What follows belongs to an exercise in optimizing a design on an open flow for small area and a short achievable clock period; a production flow would make more cautious choices. No run shown here included a check of the RTL's function; only the layout flow was run. No activity file was given, so power comes from the tool's default toggle rates.

==> design/flow/design.v <==
`timescale 1ns/1ps
 `timescale 1ns/1ps
module uart_core (
   uart_tx, uart_if, rx_rts, prdata,
   uart_rx, uart_cts, pwrite, pwdata, psel, prst_n, penable, pclk,
   paddr
   );
  output        uart_tx;
  output        uart_if;
  output        rx_rts;
  output [31:0] prdata;
  input         uart_rx;
  input         uart_cts;
  input         pwrite;
  input  [31:0] pwdata;
  input         psel;
  input         prst_n;
  input         penable;
  input         pclk;
  input  [31:0] paddr;
  wire setup = psel & ~penable;
  reg  con_we, se_we, br_we, dt_we, ie_we, rxff_rd;
  always @(posedge pclk or negedge prst_n)
    if (!prst_n) begin
      con_we  <= 1'b0;
      se_we   <= 1'b0;
      br_we   <= 1'b0;
      dt_we   <= 1'b0;
      ie_we   <= 1'b0;
      rxff_rd <= 1'b0;
    end else begin
      con_we  <= setup &  pwrite & (paddr[6:0] == 7'h00);
      se_we   <= setup &  pwrite & (paddr[6:0] == 7'h04);
      br_we   <= setup &  pwrite & (paddr[6:0] == 7'h08);
      dt_we   <= setup &  pwrite & (paddr[6:0] == 7'h0C);
      ie_we   <= setup &  pwrite & (paddr[6:0] == 7'h10);
      rxff_rd <= setup & ~pwrite & (paddr[4:0] == 5'h0C);
    end
  wire ctx = con_we & pwdata[5];
  wire crx = con_we & pwdata[6];
  reg [6:0] con;
  reg [2:0] se;
  reg [7:0] brg;
  reg [4:0] ie;
  wire en   = se[0];
  wire d9   = se[1];
  wire bsel = se[2];
  wire af   = con[0] & en;
  always @(posedge pclk or negedge prst_n)
    if (!prst_n) begin
      con <= 7'd0;
      se  <= 3'd0;
      brg <= 8'd0;
      ie  <= 5'd0;
    end else begin
      if (con_we)      con <= pwdata[6:0];
      if (se_we)       se  <= pwdata[2:0];
      if (br_we & ~en) brg <= pwdata[7:0];
      if (ie_we)       ie  <= pwdata[4:0];
    end
  reg [7:0] rxc, txc;
  reg       rx_tick, tx_tick;
  wire [7:0] rxc_n   = (~en | rx_tick) ? 8'd0 : rxc + 8'd1;
  wire [7:0] txc_n   = (~en | tx_tick) ? 8'd0 : (rx_tick ? txc + 8'd1 : txc);
  wire       brg_ld  = br_we & ~en;
  wire       rxtk_n  = (~en | rx_tick) ? (brg_ld ? (pwdata[7:0] == 8'd0) : (brg == 8'd0))
                                       : (rxc + 8'd1 == brg);
  wire       bsel_n  = se_we ? pwdata[2] : bsel;
  wire       txtk_n  = (txc_n == (bsel_n ? 8'd7 : 8'd15)) & rxtk_n;
  always @(posedge pclk) begin
    rxc     <= rxc_n;
    txc     <= txc_n;
    rx_tick <= rxtk_n;
    tx_tick <= txtk_n;
  end
  reg [4:0] tw, tr;
  reg [7:0] tmem [0:15];
  reg [3:0] sbc;
  reg       txne, txnf;
  reg [4:0] te;
  wire t_push = dt_we & txnf;
  reg  tx_complete;                    
  wire d9_n = se_we ? pwdata[1] : d9;
  wire t_pop  = txne & tx_complete;
  wire [4:0] tr_n = t_pop ? tr + 5'd1 : tr;
  wire [4:0] tw_u = t_push ? tw + 5'd1 : tw;
  wire [4:0] tw_n = ctx ? tr : tw_u;
  wire tinc   = t_push & ~t_pop;
  wire tdec   = t_pop & ~t_push;
  wire txne_u = tinc ? (te != 5'd31) : (tdec ? (te != 5'd1)  : (te != 5'd0));
  wire txnf_u = tinc ? (te != 5'd15) : (tdec ? (te != 5'd17) : (te != 5'd16));
  wire [4:0] te_u = tinc ? te + 5'd1 : (tdec ? te - 5'd1 : te);
  wire txne_n = ctx ? t_pop : txne_u;
  wire txnf_n = ctx | txnf_u;
  always @(posedge pclk or negedge prst_n)
    if (!prst_n) begin
      tw   <= 5'd0;
      tr   <= 5'd0;
      txne <= 1'b0;
      txnf <= 1'b1;
      te   <= 5'd0;
    end else begin
      tw   <= tw_n;
      tr   <= tr_n;
      txne <= txne_n;
      txnf <= txnf_n;
      te   <= ctx ? {5{t_pop}} : te_u;
    end
  always @(posedge pclk)
    if (t_push) tmem[tw[3:0]] <= pwdata[7:0];
  reg [9:0] tsr;
  reg       tst;
  reg       tld, tpd9;
  reg [7:0] trd;
  reg       ntx;                       
  wire [7:0] tdata  = tmem[tr[3:0]];
  wire       tx_en  = en & txne;
  wire       fsm_en = ~(af & uart_cts) & tx_en & tx_tick;
  wire       tsh    = tx_tick & tst;
  wire       tst_n  = tst ? (tx_en & ~tx_complete) : fsm_en;
  wire       tload  = fsm_en & ~tsh;
  wire [3:0] sbc_n  = tx_complete ? 4'd0 : (tsh ? sbc + 4'd1 : sbc);
  always @(posedge pclk or negedge prst_n)
    if (!prst_n) begin
      sbc  <= 4'd0;
      tx_complete <= 1'b0;
      tst  <= 1'b0;
      ntx  <= 1'b0;
    end else begin
      if (tsh)         ntx <= ~tsr[1];
      else if (tload)  ntx <= 1'b1;
      sbc  <= sbc_n;
      tx_complete <= (sbc_n == (d9_n ? 4'd10 : 4'd9));
      tst <= tst_n;
    end
  always @(posedge pclk) begin
    trd  <= tdata;
    tld  <= tload;
    if (tload) tpd9 <= d9;
    if (tsh)      tsr <= {1'b1, tsr[9:1]};
    else if (tld) tsr <= {(tpd9 ? ^trd : 1'b1), trd, tsr[0]};
  end
  assign uart_tx = ~ntx;
  reg       rx1, rxs, rx2;
  reg [1:0] rst;
  reg [3:0] samp, bitc;
  reg [9:0] rsr;
  reg       we1, we2, we3;
  wire start_en    = ~rxs & rx2;
  wire rbusy       = rst[1] | rst[0];
  wire samp_pt     = ~bsel ? (samp == 4'd7) : (samp[2:0] == 3'd3);
  wire rsh         = samp_pt & rx_tick;
  reg  rx_complete;                    
  wire [3:0] bitc_n = rx_complete ? 4'd0 : ((rst[1] & rsh) ? bitc + 4'd1 : bitc);
  reg [1:0] rst_nx;
  always @(*)
    case (rst)
      2'd0:    rst_nx = start_en ? 2'd1 : 2'd0;
      2'd1:    rst_nx = rxs ? 2'd0 : (rsh ? 2'd2 : 2'd1);
      2'd2:    rst_nx = rx_complete ? 2'd0 : 2'd2;
      default: rst_nx = 2'd3;
    endcase
  wire [1:0] rst_n = en ? rst_nx : 2'd0;
  always @(posedge pclk or negedge prst_n)
    if (!prst_n) begin
      rx1  <= 1'b0;
      rxs  <= 1'b0;
      rx2  <= 1'b0;
      rst  <= 2'd0;
      samp <= 4'd0;
      bitc <= 4'd0;
      rx_complete <= 1'b0;
    end else begin
      rx1 <= uart_rx;
      rxs <= rx1;
      rx2 <= rxs;
      rst <= rst_n;
      if (~rbusy)       samp <= 4'd0;
      else if (rx_tick) samp <= samp + 4'd1;
      bitc <= bitc_n;
      rx_complete <= (bitc_n == (d9_n ? 4'd10 : 4'd9));
    end
  always @(posedge pclk)
    if (rsh) rsr <= {rxs, rsr[9:1]};
  reg [4:0] rwu, rr;
  reg [3:0] wo;                        
  reg       rxne, rxf;
  reg [9:0] rq [0:15];
  wire dt_wr  = ~rxf & rx_complete;
  wire mem_wr = dt_wr | we1;
  wire pe     = ^rsr[8:0];
  wire fe     = ~rsr[9];
  wire [9:0] fifo_in = d9 ? {rsr[7:0], pe, fe} : {rsr[8:1], 1'b0, fe};
  wire r_pop  = rxne & rxff_rd;
  wire [4:0] rr_n = r_pop ? rr + 5'd1 : rr;
  function [5:0] inc6;
    input [5:0] x;
    integer i;
    for (i = 0; i < 6; i = i + 1) inc6[i] = x[i] ^ (&(x | ~((6'd1 << i) - 6'd1)));
  endfunction
  function [5:0] dec6;
    input [5:0] x;
    integer i;
    for (i = 0; i < 6; i = i + 1) dec6[i] = x[i] ^ ~(|(x & ((6'd1 << i) - 6'd1)));
  endfunction
  reg  [5:0] rd;
  wire [5:0] rd0  = rd;
  wire [5:0] rd1  = dec6(rd);
  wire [5:0] rdn  = r_pop ? rd1 : rd0;
  wire rxne_u = r_pop ? (rd[4:0] != 5'd1)  : (rd[4:0] != 5'd0);
  wire rxf_u  = r_pop ? (rd[4:0] == 5'd17) : (rd[4:0] == 5'd16);
  wire rr31   = &rr;
  wire rwu31  = &rwu;
  wire [5:0] rd_s = (we2 & ~r_pop) ? inc6(rd) : ((r_pop & ~we2) ? rd1 : rd);
  wire [5:0] rd_u = rd_s ^ {(we2 & rwu31) ^ (r_pop & rr31), 5'd0};
  wire [5:0] rd_c = we2 ? (rr31 ? 6'd33 : 6'd1) : 6'd0;
  wire rxne_n = crx ? r_pop : rxne_u;
  wire rxf_n  = ~crx & rxf_u;
  wire [4:0] rw_n = crx ? rr : rwu;
  always @(posedge pclk or negedge prst_n)
    if (!prst_n) begin
      we1  <= 1'b0;
      we2  <= 1'b0;
      we3  <= 1'b0;
      rwu  <= 5'd0;
      rr   <= 5'd0;
      rd   <= 6'd0;
      rxne <= 1'b0;
      rxf  <= 1'b0;
      wo   <= 4'd0;
    end else begin
      we1  <= dt_wr;
      we2  <= we1;
      we3  <= we2;
      rwu  <= rw_n + {4'd0, we2};
      rr   <= rr_n;
      rd   <= crx ? rd_c : rd_u;
      rxne <= rxne_n;
      rxf  <= rxf_n;
      wo   <= crx ? 4'd0 : rdn[3:0];
    end
  wire [15:0] wdec = 16'd1 << wo;
  reg  [9:0] rq_n [0:15];
  integer k;
  always @(*)
    for (k = 0; k < 16; k = k + 1)
      rq_n[k] = (mem_wr & (r_pop ? wdec[(k + 1) % 16] : wdec[k])) ? fifo_in
                : (r_pop ? rq[(k + 1) % 16] : rq[k]);
  always @(posedge pclk)
    for (k = 0; k < 16; k = k + 1)
      rq[k] <= rq_n[k];
  wire [9:0] hd_n  = rq_n[0];
  wire       fe_n  = rxne_u & hd_n[0];
  wire       pe_n  = rxne_u & hd_n[1];
  wire       if_0  = (ie[4] & fe_n) | (ie[3] & pe_n) | (ie[1] & rxf_u) | (ie[0] & txne_u);
  wire       if_ie = (pwdata[4] & fe_n) | (pwdata[3] & pe_n) | (pwdata[1] & rxf_u) | (pwdata[0] & txne_u);
  wire       if_cn = (~pwdata[6] & ((ie[4] & fe_n) | (ie[3] & pe_n) | (ie[1] & rxf_u))) |
                     (ie[0] & (pwdata[5] ? t_pop : txne_u));
  wire       if_n  = ie_we ? if_ie : (con_we ? if_cn : if_0);
  function thr;
    input [1:0] t;
    input [5:0] d;
    case (t)
      2'd0: thr = d[5] | (|d[4:1]);
      2'd1: thr = d[5] | (|d[4:2]);
      2'd2: thr = d[5] | (|d[4:3]);
      2'd3: thr = d[5] | d[4];
    endcase
  endfunction
  wire [5:0] rd1t   = rr31 ? {1'b0, rwu} : rd1;
  wire       rts_0  = af & (r_pop ? thr(con[4:3], rd1t) : thr(con[4:3], rd0));
  wire       rts_se = con[0] & pwdata[0] & thr(con[4:3], rd0);
  wire       rts_cn = pwdata[0] & en & ~pwdata[6] & thr(pwdata[4:3], rd0);
  wire       rts_n  = se_we ? rts_se : (con_we ? rts_cn : rts_0);
  wire       busy_n = tst_n | rst_n[1] | rst_n[0];
  wire [9:0] hd_i   = (mem_wr & wdec[0]) ? fifo_in : rq[0];
  wire       rxne_i = |rd[4:0];
  wire       rxf_i  = (rd[4:0] == 5'd16);
  wire       txne_i = t_pop ? (te != 5'd1)  : (te != 5'd0);
  wire       txnf_i = t_pop ? (te != 5'd17) : (te != 5'd16);
  reg  [7:0] prd_nx;
  always @(*)
    case (paddr[7:0])
      8'h00:   prd_nx = {1'b0, con};
      8'h04:   prd_nx = {busy_n, rxne_i, txnf_i, 2'b0, se};
      8'h08:   prd_nx = brg;
      8'h0c:   prd_nx = hd_i[9:2];
      8'h10:   prd_nx = {3'b0, ie};
      8'h14:   prd_nx = {3'b0, rxne_i & hd_i[0], rxne_i & hd_i[1], 1'b0, rxf_i, txne_i};
      default: prd_nx = 8'd0;
    endcase
  reg [7:0] prd;
  reg       if_q, rts_q;
  always @(posedge pclk)
    prd <= prd_nx;
  always @(posedge pclk or negedge prst_n)
    if (!prst_n) begin
      if_q  <= 1'b0;
      rts_q <= 1'b0;
    end else begin
      if_q  <= if_n;
      rts_q <= rts_n;
    end
  assign prdata  = {24'd0, prd};
  assign uart_if = if_q;
  assign rx_rts  = rts_q;
endmodule
==> design/flow/flow/run.sh <==
#!/bin/bash
# Standard layout, with the clock tree built without dummy load cells.
# Everything else is the standard flow (standard.sh).
set -o pipefail
cp standard.sh std_copy.sh.txt 2>/dev/null
export CTS_ARGS="-sink_clustering_enable -repair_clock_nets -sink_clustering_size 25 -sink_clustering_max_diameter 70 -buf_list sky130_fd_sc_hd__clkbuf_16 -dont_use_dummy_load"
bash standard.sh finish > standard.log 2>&1
==> design/flow/standard.sh <==
#!/bin/bash
# synth_recipe.tcl (not shown) runs the flow's synth.tcl, then flattens the netlist and writes it again
# the make line also repeats each setting of config.mk as NAME=value (left out here)
make -C /OpenROAD-flow-scripts/flow DESIGN_CONFIG=/design/flow/config.mk WORK_HOME=/design/flow/orfs CLKGATE_MAP_FILE= SYNTH_SCRIPT=/design/flow/synth_recipe.tcl "${@:-finish}"
==> design/flow/config.mk <==
export PLATFORM = sky130hd
export DESIGN_NAME = uart_core
export DESIGN_NICKNAME = uart_core
export VERILOG_FILES = /design/flow/design.v
export SDC_FILE = /design/flow/constraint.sdc
export NUM_CORES = 4
export LEC_CHECK = 0
export CAP_MARGIN = 20
export CORE_MARGIN = 2
export CORE_UTILIZATION = 60
export CTS_BUF_LIST = sky130_fd_sc_hd__clkbuf_16
export CTS_CLUSTER_DIAMETER = 70
export CTS_CLUSTER_SIZE = 25
export SETUP_SLACK_MARGIN = 2.9
export SLEW_MARGIN = 20
==> design/flow/constraint.sdc <==
create_clock -name core_clock -period 5.0 [get_ports {pclk}]
set_input_delay 1.0000 -clock core_clock [delete_from_list [all_inputs] [get_ports {pclk}]]
set_output_delay 1.0000 -clock core_clock [all_outputs]
set_load 0.01 [all_outputs]
==> results.toml, run 1 <==
[global_route]
grt_pass1_vias = 11339
grt_max_degree = 59
gr-total-overflow = 0
antenna_found_initial = 1
grt_usage_pct = 25.3
grt_pass1_wl_mm = 64.7

[power_and_ir_drop]
p_total_w = 0.00648
vdd_drop_max_mv = 0.218
p_per_area_nw_per_um2 = 303
cellLeakagePower_nw = 7.97

[synth]
synthesis.area_um2 = 19200
synth.yosys.seq_area_share_pct = 63.5
synth-main-ff-cell = "edfxtp_1"
synth.top_cell.area_share_pct = 47.7
ys_ff_latch = 434
synth_top_area_cell = "edfxtp_1"
synth_cells = 1526
syn_avg_cell_area_um2 = 12.6
synth_edf_count = 305
synth_cell_types = 79
yosys_warnings = 3
netlist_top_cells_area = "edfxtp_1 (48%), dfrtp_1 (12%), mux4_2 (4.7%)"
async_flop_share_pct = 21.0

[timing]
final-setup-viol-count = 0
fin_tns_setup_ps = 0
fin_skew_ps = 55.6
finalHoldViolations = 0
slew_violations = 0
slew_headroom_pct = 46.4
min_period_ps = 2130
worst_pin_slew_ps = 803
rsz0062_at_grt = "true"
finalCritPeriodShare_pct = 42.5
fmax_mhz = 470

[cells_and_area]
diodes = 0
final_nets = 1676
design_area_um2 = 21400
fin_util_pct = 67.9
drive_gt1_share_pct = 19.9
area_growth_pct = 11.6

[critical_path]
cp_num_buf_inv = 0
crit_arrival_ps = 2430
cp_top_family = "simple AND/OR/NAND/NOR gates"
crit_type = "reg -> reg"
worstPathMaxFanout = 20
r2r_slack_ps = 2870
ff2ff_path_depth = 5
path_cells = "and2_4, xnor2_2, nand2_2, or4_4, mux2_4"
crit_path_end_kind = "register"
slowest_delay_ps = 570
crit_path_top_delay_cell = "or4_4"
startpoint_type = "register"
r2r-start = "rxff_rd$_DFF_PN0_"
startpoint = "rxff_rd$_DFF_PN0_"
worst-endpoint-required_ps = 5300
r2r-end = "rq[2][1]$_DFFE_PP_"

[floorplan]
core_area_um2 = 31600
fp.dieW_um = 183
die_area_um2 = 33400
die_h_um = 183
start_util_pct = 60.8
pin_count = 106
rows = 65

[clock_tree]
numCtsBuffers = 26
path_clk_slew_ps = 90
clk_latency_ps = 560
cts-root-buf = "clkbuf_16"
cts.path.max_buffers = 3
htreeDepth = 1
ctsHoldBuffers = 0
cts.sinks = 434
cts_tree = "built"

[detailed_routing]
vias_per_cell = 6.05
drc = 0
wl_per_cell_um = 21.1
wirelength_mm = 41.7
postRouteAntennaNets = 0
dr.pass1.iters = 5
drt_iter0_markers = 1097
num_vias = 11949

[worst_hold_path]
hp-start = "rx1$_DFF_PN0_"
min_path_cells = 0
holdPathEnd = "rxs$_DFF_PN0_"
hold_path_class = "reg -> reg"

[place]
place_area_um2 = 19800
io_buffers = 33
gp_congestion = 0.851
dp_hpwl_mm = 26.8

[job]
maxCapViolations = 0

[run_status]
status = "no timing/DRC/antenna violations"
==> layout by cell type, fill, tap and decap left out, types with 6 or more instances in the layout <==
cell type / instances
clkdlybuf4s50_1: 10
nor3_1: 13
nand2_2: 13
conb_1: 24
a21oi_1: 79
a211oi_1: 7
mux2_2: 35
clkbuf_16: 27
ha_1: 25
nor2_1: 118
mux4_2: 40
nand2_4: 6
nor2_2: 7
o21ai_0: 126
buf_12: 9
nand2b_1: 13
buf_2: 12
xor2_1: 24
nand3_1: 25
mux2i_1: 18
dfrtp_1: 82
nand3b_1: 8
buf_4: 57
dfrtp_2: 6
nand4_1: 15
and3_1: 11
xnor2_1: 37
inv_1: 26
dfxtp_1: 33
nand2_1: 177
nor4_1: 6
nor2_4: 15
edfxtp_1: 305
==> registers in the layout, indices dropped and copies added, names as in the netlist, 5 cells and up <==
register and flops:
tmem 128, tsr 9, con 7, rr 5, txc 8, brg 8, rd 6, rq 160
te 5, trd 8, rsr 10, rwu 5, rxc 8, prd 8, ie 5
==> cell type report <==
cell class,instances,area [µm²]
Inverter,28,105
Clock buffer,26,651
Timing Repair Buffer,102,951
Tap cell,402,503
Multi-Input combinational cell,984,6990
Sequential cell,434,12200
Fill cell,2300,10100
==> cells in the mapped netlist (7+ instances only) <==
| library cell | n |
|---|---|
| a211oi_1 | 9 |
| a21oi_1 | 81 |
| and2_1 | 8 |
| and3_1 | 12 |
| buf_2 | 18 |
| buf_4 | 25 |
| clkbuf_1 | 56 |
| dfrtp_1 | 90 |
| dfxtp_1 | 38 |
| edfxtp_1 | 305 |
| ha_1 | 29 |
| inv_1 | 27 |
| mux2_2 | 36 |
| mux2i_1 | 22 |
| mux4_2 | 40 |
| nand2_1 | 193 |
| nand2b_1 | 17 |
| nand3_1 | 26 |
| nand3b_1 | 7 |
| nand4_1 | 15 |
| nor2_1 | 138 |
| nor3_1 | 19 |
| nor4_1 | 8 |
| o21ai_0 | 130 |
| or2_2 | 7 |
| xnor2_1 | 38 |
| xor2_1 | 24 |
==> routing by layer <==
metal,vias to the layer above,share of wire [%],GRT usage [%]
met5,-,0,0
met4,0,1.7,4.99
met3,42,6.8,3.69
met2,375,44,37.3
met1,5905,48,40.5
li1,5627,-,-
==> worst max path at each step <==
stage / end / slack (ps) / cells after the start
floorplan: rwu[4]$_DFF_PN0_ / 2850 / 9
global placement: if_q$_DFF_PN0_ / 1750 / 7
detailed placement: if_q$_DFF_PN0_ / 1700 / 7
CTS: rq[3][1]$_DFFE_PP_ / 2820 / 4
global route: prd[5]$_DFF_P_ / 2800 / 7
finish: rq[2][1]$_DFFE_PP_ / 2870 / 5
==> repair_timing <==
| action | 4_1_cts | 5_1_grt |
|---|---|---|
| buffers inserted | 27 | 17 |
| gates resized for setup | 167 | 48 |
| pin swaps | 11 | 9 |
| setup endpoints to repair | 445 | 104 |
| cloned | 6 | 2 |
==> metrics by stage <==
step           std cells  hold slack [ps]  setup WS (ps)
2_1_floorplan       1549              331           2850
3_3_place_gp        1898              348           1750
3_5_place_dp        1898              342           1700
4_1_cts             1957              415           2820
5_1_grt             1976              422           2800
6_report            1976              410           2870
==> where the power goes <==
| part | internal (W) | leakage (nW) | total (W) | switching (W) |
|---|---|---|---|---|
| clock network | 0.000920 | 0.320 | 0.00198 | 0.00106 |
| logic | 0.000207 | 3.48 | 0.000488 | 0.000281 |
| registers | 0.00391 | 4.17 | 0.00401 | 0.000104 |
==> kinds of logic (layout without fill, tap and decap cells) <==
| kind of cell | count (synthesis) | count (layout) | share of synthesized area [%] |
|---|---|---|---|
| AO/OA/AOI/OAI | 279 | 279 | 8.36 |
| buffers and inverters | 137 | 156 | 3.44 |
| adder cells (fa/ha/maj) | 29 | 29 | 1.89 |
| flip-flops | 434 | 434 | 63.5 |
| multiplexers | 100 | 100 | 8.11 |
| AND/OR/NAND/NOR | 482 | 488 | 11.6 |
| other | 1 | 24 | 0.0195 |
| XOR/XNOR | 64 | 64 | 3.03 |
==> inputs of run 2 (changes only) <==
--- a/design/flow/design.v
+++ b/design/flow/design.v
@@ -21,21 +21,8 @@
   wire setup = psel & ~penable;
-  reg  con_we, se_we, br_we, dt_we, ie_we, rxff_rd;
-  always @(posedge pclk or negedge prst_n)
-    if (!prst_n) begin
-      con_we  <= 1'b0;
-      se_we   <= 1'b0;
-      br_we   <= 1'b0;
-      dt_we   <= 1'b0;
-      ie_we   <= 1'b0;
-      rxff_rd <= 1'b0;
-    end else begin
-      con_we  <= setup &  pwrite & (paddr[6:0] == 7'h00);
-      se_we   <= setup &  pwrite & (paddr[6:0] == 7'h04);
-      br_we   <= setup &  pwrite & (paddr[6:0] == 7'h08);
-      dt_we   <= setup &  pwrite & (paddr[6:0] == 7'h0C);
-      ie_we   <= setup &  pwrite & (paddr[6:0] == 7'h10);
-      rxff_rd <= setup & ~pwrite & (paddr[4:0] == 5'h0C);
-    end
-  wire ctx = con_we & pwdata[5];
-  wire crx = con_we & pwdata[6];
+  reg  con_we, se_we, br_we, t_push, ie_we, r_pop;
+  reg  [7:0] pwq;
+  always @(posedge pclk)
+    pwq <= pwdata[7:0];
+  wire ctx = con_we & pwq[5];
+  wire crx = con_we & pwq[6];
   reg [6:0] con;
@@ -55,6 +42,6 @@
     end else begin
-      if (con_we)      con <= pwdata[6:0];
-      if (se_we)       se  <= pwdata[2:0];
-      if (br_we & ~en) brg <= pwdata[7:0];
-      if (ie_we)       ie  <= pwdata[4:0];
+      if (con_we)      con <= pwq[6:0];
+      if (se_we)       se  <= pwq[2:0];
+      if (br_we & ~en) brg <= pwq[7:0];
+      if (ie_we)       ie  <= pwq[4:0];
     end
@@ -65,5 +52,5 @@
   wire       brg_ld  = br_we & ~en;
-  wire       rxtk_n  = (~en | rx_tick) ? (brg_ld ? (pwdata[7:0] == 8'd0) : (brg == 8'd0))
+  wire       rxtk_n  = (~en | rx_tick) ? (brg_ld ? (pwq == 8'd0) : (brg == 8'd0))
                                        : (rxc + 8'd1 == brg);
-  wire       bsel_n  = se_we ? pwdata[2] : bsel;
+  wire       bsel_n  = se_we ? pwq[2] : bsel;
   wire       txtk_n  = (txc_n == (bsel_n ? 8'd7 : 8'd15)) & rxtk_n;
@@ -80,5 +67,4 @@
   reg [4:0] te;
-  wire t_push = dt_we & txnf;
   reg  tx_complete;                    
-  wire d9_n = se_we ? pwdata[1] : d9;
+  wire d9_n = se_we ? pwq[1] : d9;
   wire t_pop  = txne & tx_complete;
@@ -109,3 +95,3 @@
   always @(posedge pclk)
-    if (t_push) tmem[tw[3:0]] <= pwdata[7:0];
+    if (t_push) tmem[tw[3:0]] <= pwq[7:0];
   reg [9:0] tsr;
@@ -193,3 +179,2 @@
   wire [9:0] fifo_in = d9 ? {rsr[7:0], pe, fe} : {rsr[8:1], 1'b0, fe};
-  wire r_pop  = rxne & rxff_rd;
   wire [4:0] rr_n = r_pop ? rr + 5'd1 : rr;
@@ -255,5 +240,5 @@
   wire       if_0  = (ie[4] & fe_n) | (ie[3] & pe_n) | (ie[1] & rxf_u) | (ie[0] & txne_u);
-  wire       if_ie = (pwdata[4] & fe_n) | (pwdata[3] & pe_n) | (pwdata[1] & rxf_u) | (pwdata[0] & txne_u);
-  wire       if_cn = (~pwdata[6] & ((ie[4] & fe_n) | (ie[3] & pe_n) | (ie[1] & rxf_u))) |
-                     (ie[0] & (pwdata[5] ? t_pop : txne_u));
+  wire       if_ie = (pwq[4] & fe_n) | (pwq[3] & pe_n) | (pwq[1] & rxf_u) | (pwq[0] & txne_u);
+  wire       if_cn = (~pwq[6] & ((ie[4] & fe_n) | (ie[3] & pe_n) | (ie[1] & rxf_u))) |
+                     (ie[0] & (pwq[5] ? t_pop : txne_u));
   wire       if_n  = ie_we ? if_ie : (con_we ? if_cn : if_0);
@@ -271,11 +256,6 @@
   wire       rts_0  = af & (r_pop ? thr(con[4:3], rd1t) : thr(con[4:3], rd0));
-  wire       rts_se = con[0] & pwdata[0] & thr(con[4:3], rd0);
-  wire       rts_cn = pwdata[0] & en & ~pwdata[6] & thr(pwdata[4:3], rd0);
+  wire       rts_se = con[0] & pwq[0] & thr(con[4:3], rd0);
+  wire       rts_cn = pwq[0] & en & ~pwq[6] & thr(pwq[4:3], rd0);
   wire       rts_n  = se_we ? rts_se : (con_we ? rts_cn : rts_0);
   wire       busy_n = tst_n | rst_n[1] | rst_n[0];
-  wire [9:0] hd_i   = (mem_wr & wdec[0]) ? fifo_in : rq[0];
-  wire       rxne_i = |rd[4:0];
-  wire       rxf_i  = (rd[4:0] == 5'd16);
-  wire       txne_i = t_pop ? (te != 5'd1)  : (te != 5'd0);
-  wire       txnf_i = t_pop ? (te != 5'd17) : (te != 5'd16);
   reg  [7:0] prd_nx;
@@ -284,7 +264,7 @@
       8'h00:   prd_nx = {1'b0, con};
-      8'h04:   prd_nx = {busy_n, rxne_i, txnf_i, 2'b0, se};
+      8'h04:   prd_nx = {busy_n, rxne_n, txnf_n, 2'b0, se};
       8'h08:   prd_nx = brg;
-      8'h0c:   prd_nx = hd_i[9:2];
+      8'h0c:   prd_nx = hd_n[9:2];
       8'h10:   prd_nx = {3'b0, ie};
-      8'h14:   prd_nx = {3'b0, rxne_i & hd_i[0], rxne_i & hd_i[1], 1'b0, rxf_i, txne_i};
+      8'h14:   prd_nx = {3'b0, rxne_n & hd_n[0], rxne_n & hd_n[1], 1'b0, rxf_n, txne_n};
       default: prd_nx = 8'd0;
@@ -306,2 +286,18 @@
   assign rx_rts  = rts_q;
+  always @(posedge pclk or negedge prst_n)
+    if (!prst_n) begin
+      con_we  <= 1'b0;
+      se_we   <= 1'b0;
+      br_we   <= 1'b0;
+      t_push  <= 1'b0;
+      ie_we   <= 1'b0;
+      r_pop   <= 1'b0;
+    end else begin
+      con_we  <= setup &  pwrite & (paddr[6:0] == 7'h00);
+      se_we   <= setup &  pwrite & (paddr[6:0] == 7'h04);
+      br_we   <= setup &  pwrite & (paddr[6:0] == 7'h08);
+      t_push  <= setup &  pwrite & (paddr[6:0] == 7'h0C) & (t_pop ? (te != 5'd17) : (te != 5'd16));
+      ie_we   <= setup &  pwrite & (paddr[6:0] == 7'h10);
+      r_pop   <= setup & ~pwrite & (paddr[4:0] == 5'h0C) & (rd[4:0] != 5'd0);
+    end
 endmodule
==> results.toml, run 2 <==
[run_status]
status = "no timing/DRC/antenna violations"

[critical_path]
crit_type = "reg -> reg"
cp_top_family = "compound AO/OA/AOI/OAI gates"
worstPathMaxFanout = 6
cp_num_buf_inv = 0
worst-endpoint-required_ps = 5430
path_cells = "xnor2_1, o2111ai_4, mux2i_1, a32o_1, a221o_1, o32a_2"
startpoint_type = "register"
crit_path_end_kind = "register"
slowest_delay_ps = 530
crit_arrival_ps = 2650
crit_path_top_delay_cell = "dfrtp_4"

[timing]
fmax_mhz = 451
finalHoldViolations = 0
holdWs_ps = 368
worst_pin_slew_ps = 1010
slew_headroom_pct = 32.4
slew_violations = 0
rsz0062_at_grt = "true"
final-setup-viol-count = 0
finalCritPeriodShare_pct = 44.3
fin_tns_setup_ps = 0
fin_skew_ps = 44.5
min_period_ps = 2220

[global_route]
grt_pass1_vias = 10934
grt_max_degree = 56
gr-total-overflow = 0
antenna_found_initial = 0
met2_usage_pct = 37.9
grt_util_met3_pct = 4.91
grt.busiest_layer = "met2"
use_met1_pct = 36.6
grt_usage_pct = 24.4
grt_pass1_wl_mm = 62.4

[job]
maxCapViolations = 0

[worst_hold_path]
hold_path_class = "reg -> reg"

[power_and_ir_drop]
switchingPower_w = 0.00123
power_frac_comb_pct = 2.5
power.share.clock_pct = 33.9
p_total_w = 0.00616
internal_power_w = 0.00493
cellLeakagePower_nw = 7.84
switching_share_pct = 20.0
sequentialPowerShare_pct = 63.6
p_per_area_nw_per_um2 = 290
vdd_drop_max_mv = 0.247

[floorplan]
start_util_pct = 60.8
pin_count = 106
rows = 65
fp.dieW_um = 183
die_h_um = 183
die_area_um2 = 33300
core_area_um2 = 31500

[detailed_routing]
wirelength_mm = 40.3
wl_per_cell_um = 20.6
num_vias = 11601
drc = 0
drt_iter0_markers = 910
vias_per_cell = 5.94
postRouteAntennaNets = 0
dr.pass1.iters = 5

[place]
dpl.cell_count = 1884
gp_congestion = 0.834
io_buffers = 33
dp_hpwl_mm = 25.5

[cells_and_area]
nFillCells = 2272
top_register = "rq"
final_nets = 1652
diodes = 0
area_growth_pct = 11.0
register_area_um2 = 12300
final_cell_mix = "edfxtp_1 (297), nand2_1 (201), o21ai_0 (149)"
multiInputGateArea_um2 = 6950
final_common_cell = "edfxtp_1"
largest_reg_flops = 160
drive_gt1_share_pct = 19.5
fin_cells = 1953

[clock_tree]
cts.path.max_buffers = 3
numCtsBuffers = 28
cts-root-buf = "clkbuf_16"
cts_tree = "built"
clk_latency_ps = 570
path_clk_slew_ps = 80
htreeDepth = 1
cts.sinks = 440
ctsHoldBuffers = 0

[synth]
synth-main-ff-cell = "edfxtp_1"
synth_cell_types = 76
netlist_top_cells_area = "edfxtp_1 (47%), dfrtp_1 (12%), dfxtp_1 (5.6%)"
ys_ff_latch = 440
synth_edf_count = 297
synth_cells = 1512
synth.yosys.seq_area_share_pct = 63.9
synth.top_cell.area_share_pct = 46.6
syn_avg_cell_area_um2 = 12.7
synth_top_area_cell = "edfxtp_1"
yosys.cell_count.top_type = "edfxtp_1"
yosys_warnings = 3
synth_common_cells = "edfxtp_1 (297), nand2_1 (209), o21ai_0 (152), nor2_1 (114), dfrtp_1 (89)"
synthesis.area_um2 = 19100
async_flop_share_pct = 20.2
==> run 2: power groups by stage <==
stage / Combinational (W) / Sequential [W] / Clock (W)
finish: 0.000156 / 0.00392 / 0.00209
global route: 0.000173 / 0.00392 / 0.00226
CTS: 0.000144 / 0.00391 / 0.00213
detailed placement: 0.000139 / 0.00399 / 0
global placement: 0.000137 / 0.00399 / 0
floorplan: 0.0000895 / 0.00398 / 0
==> run 2: cell families after synthesis <==
kind of cell / Yosys count / share of synthesized area [%]
and+or+nand+nor: 470 / 11.2
DFF: 440 / 63.9
AOI/OAI and AO/OA: 270 / 8.32
buffers and inverters: 136 / 3.25
muxes: 101 / 8.15
xor gates and xnor gates: 66 / 3.32
adders and majority gates: 28 / 1.83
other: 1 / 0.0196
==> run 2: final cells by class <==
cell class / instances / area share (%)
sequential: 440 / 57.7
multi-input combinational: 964 / 32.7
timing repair buffer: 91 / 3.39
clock buffer: 28 / 3.30
tap: 402 / 2.37
inverter: 28 / 0.495
==> run 2: metal layers <==
| layer | part of all wire (%) | vias to the layer above |
|---|---|---|
| li1 | - | 5498 |
| met2 | 46 | 297 |
| met3 | 6.0 | 41 |
| met4 | 1.6 | 0 |
| met5 | 0 | - |
| met1 | 46 | 5765 |
==> run 2: path summary, 6_finish.rpt <==
check                                start  slack (ps)                 end  cells past startpoint
max                        r_pop$_DFF_PN0_        2780      if_q$_DFF_PN0_                      6
max reg2reg                r_pop$_DFF_PN0_        2780      if_q$_DFF_PN0_                      6
max in group asynchronous           prst_n        3480     wo[1]$_DFF_PN0_                      2
min in group asynchronous           prst_n         490  brg[3]$_DFFE_PN0P_                      1
min reg2reg                  rx1$_DFF_PN0_         370       rxs$_DFF_PN0_                      0
min                          rx1$_DFF_PN0_         370       rxs$_DFF_PN0_                      0
==> run 2: timing repair <==
action / CTS / global route
cloned: 2 / 4
pin swaps: 9 / 17
resized for setup: 110 / 81
setup buffers: 13 / 22
hold endpoints to repair: 0 / 0
endpoints found under the setup margin: 403 / 267
==> run 2: through the flow <==
stage / setup slack [ps] / utilization, % / instance area [µm²]
after detailed placement: 2150 / 62.7 / 19700
after global placement: 2150 / 62.7 / 19700
after CTS: 2600 / 65.8 / 20700
after global routing: 2710 / 67.5 / 21200
after floorplan: 2940 / - / 19200
final: 2780 / 67.5 / 21200
==> run 2: worst register-to-register path: cells and delay by family (launching register included) <==
| family | cells | cell delay, ps |
|---|---|---|
| compound gates | 4 | 1040 |
| flops | 1 | 530 |
| xor+xnor | 1 | 300 |
| mux | 1 | 230 |
==> inputs of run 3 (changes only) <==
--- a/design/flow/config.mk
+++ b/design/flow/config.mk
@@ -9,3 +9,3 @@
 export CORE_MARGIN = 2
-export CORE_UTILIZATION = 60
+export CORE_UTILIZATION = 65
 export CTS_BUF_LIST = sky130_fd_sc_hd__clkbuf_16
==> results.toml, run 3 <==
[synth]
synth_common_cells = "edfxtp_1 (297), nand2_1 (209), o21ai_0 (152), nor2_1 (114), dfrtp_1 (89)"
async_flop_share_pct = 20.2
synth_edf_count = 297
synth.yosys.seq_area_share_pct = 63.9
synth_top_area_cell = "edfxtp_1"
synth_cells = 1512
yosys.cell_count.top_type = "edfxtp_1"
ys_ff_latch = 440
syn_avg_cell_area_um2 = 12.7
netlist_top_cells_area = "edfxtp_1 (47%), dfrtp_1 (12%), dfxtp_1 (5.6%)"
synthesis.area_um2 = 19100
synth_cell_types = 76
yosys_warnings = 3
synth.top_cell.area_share_pct = 46.6
synth-main-ff-cell = "edfxtp_1"

[cells_and_area]
final_cell_mix = "edfxtp_1 (297), nand2_1 (200), o21ai_0 (137)"
fin_cells = 1922
multiInputGateArea_um2 = 6890
final_common_cell = "edfxtp_1"
top_register = "rq"
area_growth_pct = 10.4
register_area_um2 = 12300
nFillCells = 1945
largest_reg_flops = 160
final_nets = 1639
diodes = 0
drive_gt1_share_pct = 18.7

[timing]
slew_headroom_pct = 38.7
final-setup-viol-count = 0
fin_skew_ps = 37.9
slew_violations = 0
worst_pin_slew_ps = 919
min_period_ps = 2220
finalHoldViolations = 0
fin_tns_setup_ps = 0
finalCritPeriodShare_pct = 44.4
fmax_mhz = 451
rsz0062_at_grt = "true"

[critical_path]
worstPathMaxFanout = 5
r2r-start = "r_pop$_DFF_PN0_"
startpoint_type = "register"
crit_arrival_ps = 2640
crit_path_top_delay_cell = "dfrtp_2"
r2r-end = "if_q$_DFF_PN0_"
cp_num_buf_inv = 0
startpoint = "r_pop$_DFF_PN0_"
r2r_slack_ps = 2780
path_cells = "nor2b_2, or2_1, nor3_4, and2_2, a2111oi_4, o32a_2"
crit_type = "reg -> reg"
cp_top_family = "simple AND/OR/NAND/NOR gates"
ff2ff_path_depth = 6
worst-endpoint-required_ps = 5430
slowest_delay_ps = 470
crit_path_end_kind = "register"

[global_route]
antenna_found_initial = 0
grt_usage_pct = 26.0
grt_max_degree = 56
gr-total-overflow = 0
grt_pass1_wl_mm = 62.1
grt_pass1_vias = 11198

[place]
dpl.cell_count = 1863
gp_congestion = 0.849
dp_hpwl_mm = 25.6
io_buffers = 33

[power_and_ir_drop]
cellLeakagePower_nw = 7.76
p_per_area_nw_per_um2 = 291
vdd_drop_max_mv = 0.278

[worst_hold_path]
hp-start = "rx1$_DFF_PN0_"
hold_path_class = "reg -> reg"
holdPathEnd = "rxs$_DFF_PN0_"
min_path_cells = 0

[detailed_routing]
num_vias = 11743
vias_per_cell = 6.11
postRouteAntennaNets = 0
wirelength_mm = 40.1
drt_iter0_markers = 1333
drc = 0
dr.pass1.iters = 5
wl_per_cell_um = 20.9

[floorplan]
die_area_um2 = 30800
pin_count = 106
rows = 62
core_area_um2 = 28900
start_util_pct = 66.3
die_h_um = 176
fp.dieW_um = 176

[clock_tree]
htreeDepth = 1
ctsHoldBuffers = 0
cts.path.max_buffers = 3
numCtsBuffers = 28
path_clk_slew_ps = 80
cts_tree = "built"
cts.sinks = 440
clk_latency_ps = 570
cts-root-buf = "clkbuf_16"

[run_status]
status = "no timing/DRC/antenna violations"

[job]
maxCapViolations = 0
[run 3: cell counts after synthesis]
No cell type changed its count.
[run 3: area by class of cell]
class	instances	share of cell area, %
clock buffer	28	3.32
inverter	28	0.497
multi-input combinational	962	32.6
sequential	440	58.0
tap	384	2.27
timing repair buffer	80	3.32
[run 3: metrics by stage]
| stage | cell area (µm²) | worst slack, ps | power [W] | hold slack [ps] | util (%) |
|---|---|---|---|---|---|
| CTS | 20600 | 2630 | 0.00617 | 381 | 71.4 |
| global placement | 19700 | 2260 | 0.00413 | 365 | 68.2 |
| finish | 21100 | 2780 | 0.00615 | 391 | 73.2 |
| global route | 21100 | 2720 | 0.00631 | 392 | 73.2 |
| floorplan | 19200 | 2940 | 0.00407 | 331 | - |
| detailed placement | 19700 | 2220 | 0.00413 | 363 | 68.2 |
[run 3: per-layer routing]
metal  part of all wire [%]  GRT usage [%]
met5                      0              0
met4                    1.7           5.17
met3                    6.1           2.97
met2                     47           41.5
met1                     45           39.5
[run 3: report_power, final]
| part | leakage, nW | total, W | switching (W) | internal (W) |
|---|---|---|---|---|
| logic | 3.12 | 0.000144 | 0.0000845 | 0.0000600 |
| registers | 4.30 | 0.00392 | 0.0000428 | 0.00388 |
| clock network | 0.345 | 0.00208 | 0.00109 | 0.000987 |
| total | 7.76 | 0.00615 | 0.00122 | 0.00493 |
[run 3: what timing repair did]
item / 4_1_cts / 5_1_grt
gates cloned: 0 / 4
pin swaps: 6 / 25
buffers inserted: 9 / 18
gates resized for setup: 101 / 101
endpoints found under the setup margin: 355 / 287
[run 3: worst max-delay path by stage]
stage,endpoint,cells after the start,slack (ps)
global route,if_q$_DFF_PN0_,6,2720
CTS,rq[5][1]$_DFFE_PP_,5,2630
detailed placement,prd[3]$_DFF_P_,7,2220
floorplan,if_q$_DFF_PN0_,9,2940
global placement,prd[3]$_DFF_P_,7,2260
finish,if_q$_DFF_PN0_,6,2780
[run 3: logic make-up after synthesis]
group | share of synthesized area (%)
AND/OR/NAND/NOR | 11.2
flip-flops | 63.9
AO/OA/AOI/OAI | 8.32
buffers and inverters | 3.25
multiplexers | 8.15
XOR/XNOR | 3.32
adder cells (fa/ha/maj) | 1.83
other | 0.0196
==> inputs of run 4 (changes only) <==
--- a/design/flow/config.mk
+++ b/design/flow/config.mk
@@ -9,3 +9,3 @@
 export CORE_MARGIN = 2
-export CORE_UTILIZATION = 65
+export CORE_UTILIZATION = 60
 export CTS_BUF_LIST = sky130_fd_sc_hd__clkbuf_16
@@ -13,3 +13,3 @@
 export CTS_CLUSTER_SIZE = 25
-export SETUP_SLACK_MARGIN = 2.9
+export SETUP_SLACK_MARGIN = 2.85
 export SLEW_MARGIN = 20
==> results.toml, run 4 <==
[run_status]
status = "no timing/DRC/antenna violations"

[synth]
synth_cell_types = 76
synthAdderAreaFrac_pct = 1.83
synth_mux_area_share_pct = 8.15
synth_common_cells = "edfxtp_1 (297), nand2_1 (209), o21ai_0 (152), nor2_1 (114), dfrtp_1 (89)"
synth.top_cell.area_share_pct = 46.6
synth_xor_area_share_pct = 3.32
synth-compound-area-share_pct = 8.32
yosys.cell_count.top_type = "edfxtp_1"
syn_avg_cell_area_um2 = 12.7
synth_cells = 1512
yosys_warnings = 3
async_flop_share_pct = 20.2
synthesis.area_um2 = 19100
netlist_top_cells_area = "edfxtp_1 (47%), dfrtp_1 (12%), dfxtp_1 (5.6%)"
synth-main-ff-cell = "edfxtp_1"
synth.yosys.seq_area_share_pct = 63.9
ys_ff_latch = 440
synth_top_area_cell = "edfxtp_1"
synth_edf_count = 297
synth-simple-area-share_pct = 11.2
synth_top_family_by_area = "simple AND/OR/NAND/NOR gates"

[timing]
fmax_mhz = 451
finalCritPeriodShare_pct = 44.3
worst_pin_slew_ps = 1000
slew_violations = 0
fin_tns_setup_ps = 0
min_period_ps = 2220
slew_headroom_pct = 32.8
finalHoldViolations = 0
rsz0062_at_grt = "true"
fin_skew_ps = 76.1
final-setup-viol-count = 0

[detailed_routing]
postRouteAntennaNets = 0
drc = 0
wirelength_mm = 40.6
drt_iter0_markers = 865
vias_per_cell = 5.92
dr.pass1.iters = 5
wl_per_cell_um = 20.6
num_vias = 11660

[clock_tree]
ctsHoldBuffers = 0
path_clk_slew_ps = 100
cts.sinks = 440
htreeDepth = 1
numCtsBuffers = 28
clk_latency_ps = 600
cts_tree = "built"
cts-root-buf = "clkbuf_16"
cts.path.max_buffers = 3

[floorplan]
rows = 65
pin_count = 106
die_h_um = 183
die_area_um2 = 33300
fp.dieW_um = 183
core_area_um2 = 31500
start_util_pct = 60.8

[cells_and_area]
diodes = 0
drive_gt1_share_pct = 19.8
design_area_um2 = 21400
final_nets = 1669
area_growth_pct = 11.7
largest_reg_flops = 160
top_register = "rq"
fin_util_pct = 67.9
final_cell_mix = "edfxtp_1 (297), nand2_1 (201), o21ai_0 (145)"
final_common_cell = "edfxtp_1"

[global_route]
antenna_found_initial = 0
grt_usage_pct = 24.3
grt_max_degree = 49
grt_pass1_wl_mm = 62.3
grt_pass1_vias = 10998
gr-total-overflow = 0

[critical_path]
path_cells = "inv_2, buf_6"
cp_top_family = "flip-flops"
crit_arrival_ps = 1220
slowest_delay_ps = 410
worst-endpoint-required_ps = 4000
crit_path_top_delay_cell = "dfrtp_1"
startpoint_type = "register"
worstPathMaxFanout = 2
crit_type = "reg -> out"
crit_path_end_kind = "output pin"
cp_num_buf_inv = 2

[power_and_ir_drop]
internal_power_w = 0.00493
switching_share_pct = 20.1
sequentialPowerShare_pct = 63.5
power_frac_comb_pct = 2.6
switchingPower_w = 0.00124
cellLeakagePower_nw = 7.92
vdd_drop_max_mv = 0.270
p_per_area_nw_per_um2 = 289
power.share.clock_pct = 34.0

[job]
maxCapViolations = 0

[worst_hold_path]
hold_path_class = "reg -> reg"

[place]
dp_hpwl_mm = 25.4
io_buffers = 33
place_area_um2 = 19700
gp_congestion = 0.823
## run 4: changes by cell type in the layout (fill, tap and decap cells not counted), sizes merged
cell,before,now
clkdlybuf4s50,18,21
nand2,210,211
buf,58,78
clkdlybuf4s15,0,3
dlygate4sd2,0,1
nand2b,28,30
clkbuf,29,32
dlymetal6s2s,3,0
## run 4: what timing repair did
| item | CTS | global route |
|---|---|---|
| resized for setup | 95 | 81 |
| pin swaps | 5 | 26 |
| setup endpoints to repair | 283 | 238 |
| setup buffers | 18 | 36 |
| gates cloned | 1 | 5 |
## run 4: worst paths after layout
check	start	to	slack, ps	cells past startpoint
max	ntx$_DFFE_PN0P_	uart_tx	2780	2
min	rx1$_DFF_PN0_	rxs$_DFF_PN0_	360	0
max reg2reg	rd[1]$_DFFE_PN0P_	if_q$_DFF_PN0_	2850	9
min reg2reg	rx1$_DFF_PN0_	rxs$_DFF_PN0_	360	0
max in group asynchronous	prst_n	r_pop$_DFF_PN0_	3440	2
min in group asynchronous	prst_n	rwu[4]$_DFF_PN0_	470	1
## run 4: metal layers
metal / part of all wire (%) / track usage (%) / vias up
li1: - / - / 5536
met1: 47 / 36.6 / 5720
met4: 2.1 / 6.39 / 0
met2: 46 / 37.4 / 350
met5: 0 / 0 / -
met3: 5.9 / 3.91 / 54
## run 4: cell type report
cell class / count / area [µm²]
clock buffer: 28 / 701
fill: 2274 / 10100
inverter: 28 / 105
multi-input combinational: 965 / 6940
sequential: 440 / 12300
tap: 402 / 503
timing repair buffer: 107 / 872
## run 4: metrics by stage
| step | setup WS (ps) | cells | hold slack [ps] | total power, W |
|---|---|---|---|---|
| global placement | 2170 | 1882 | 368 | 0.00413 |
| detailed placement | 2140 | 1882 | 379 | 0.00413 |
| CTS | 2740 | 1929 | 365 | 0.00620 |
| global route | 2750 | 1970 | 361 | 0.00636 |
| finish | 2780 | 1970 | 362 | 0.00617 |
| floorplan | 2850 | 1535 | 331 | 0.00407 |
## run 4: kinds of logic (layout without fill, tap and decap cells)
kind of cell,count (synthesis),in the layout
AOI/OAI and AO/OA,270,270
DFF,440,440
other,1,24
xor gates and xnor gates,66,66
adders and majority gates,28,28
muxes,101,101
and+or+nand+nor,470,476
buffers and inverters,136,163
## run 4: power by group through the flow
stage	logic, W	registers (W)	clock network (W)
after global placement	0.000135	0.00400	0
after CTS	0.000143	0.00392	0.00214
after floorplan	0.0000895	0.00398	0
after detailed placement	0.000137	0.00400	0
final	0.000158	0.00392	0.00210
after global routing	0.000174	0.00392	0.00227

## separate check: timing with driven ports
The flow's constraints put no driver on any port. The routed layouts listed below were extracted and timed again, unchanged, in two steps. Step 1: set_driving_cell puts a clkbuf_16 on pclk and a buf_2 on each other input, an assumption about the parent block. Step 2 times the ports against the registers' clock, not the clock port: input delays grow and output delays shrink by t, the midpoint of the rising clock arrivals with the driver on. a / b / c = ideal ports / drivers / drivers and shift; a / b = the first two.
run	shift t [ns]	slack for setup (ns)	hold slack, ns	worst setup path after step 2
run 1	0.587	2.874 / 2.849 / 2.360	0.410 / 0.410 / 0.410	input to register
run 2	0.600	2.785 / 2.779 / 2.318	0.368 / 0.368 / 0.368	input to register
run 3	0.600	2.782 / 2.782 / 2.316	0.391 / 0.391 / 0.391	input to register
run 4	0.609	2.783 / 2.733 / 2.310	0.362 / 0.362 / 0.362	input to register
After both steps setup and hold are still met in every run listed. The setup slack of run 1, which loses most, moves by -0.025 ns with the drivers and by -0.514 ns with both steps.
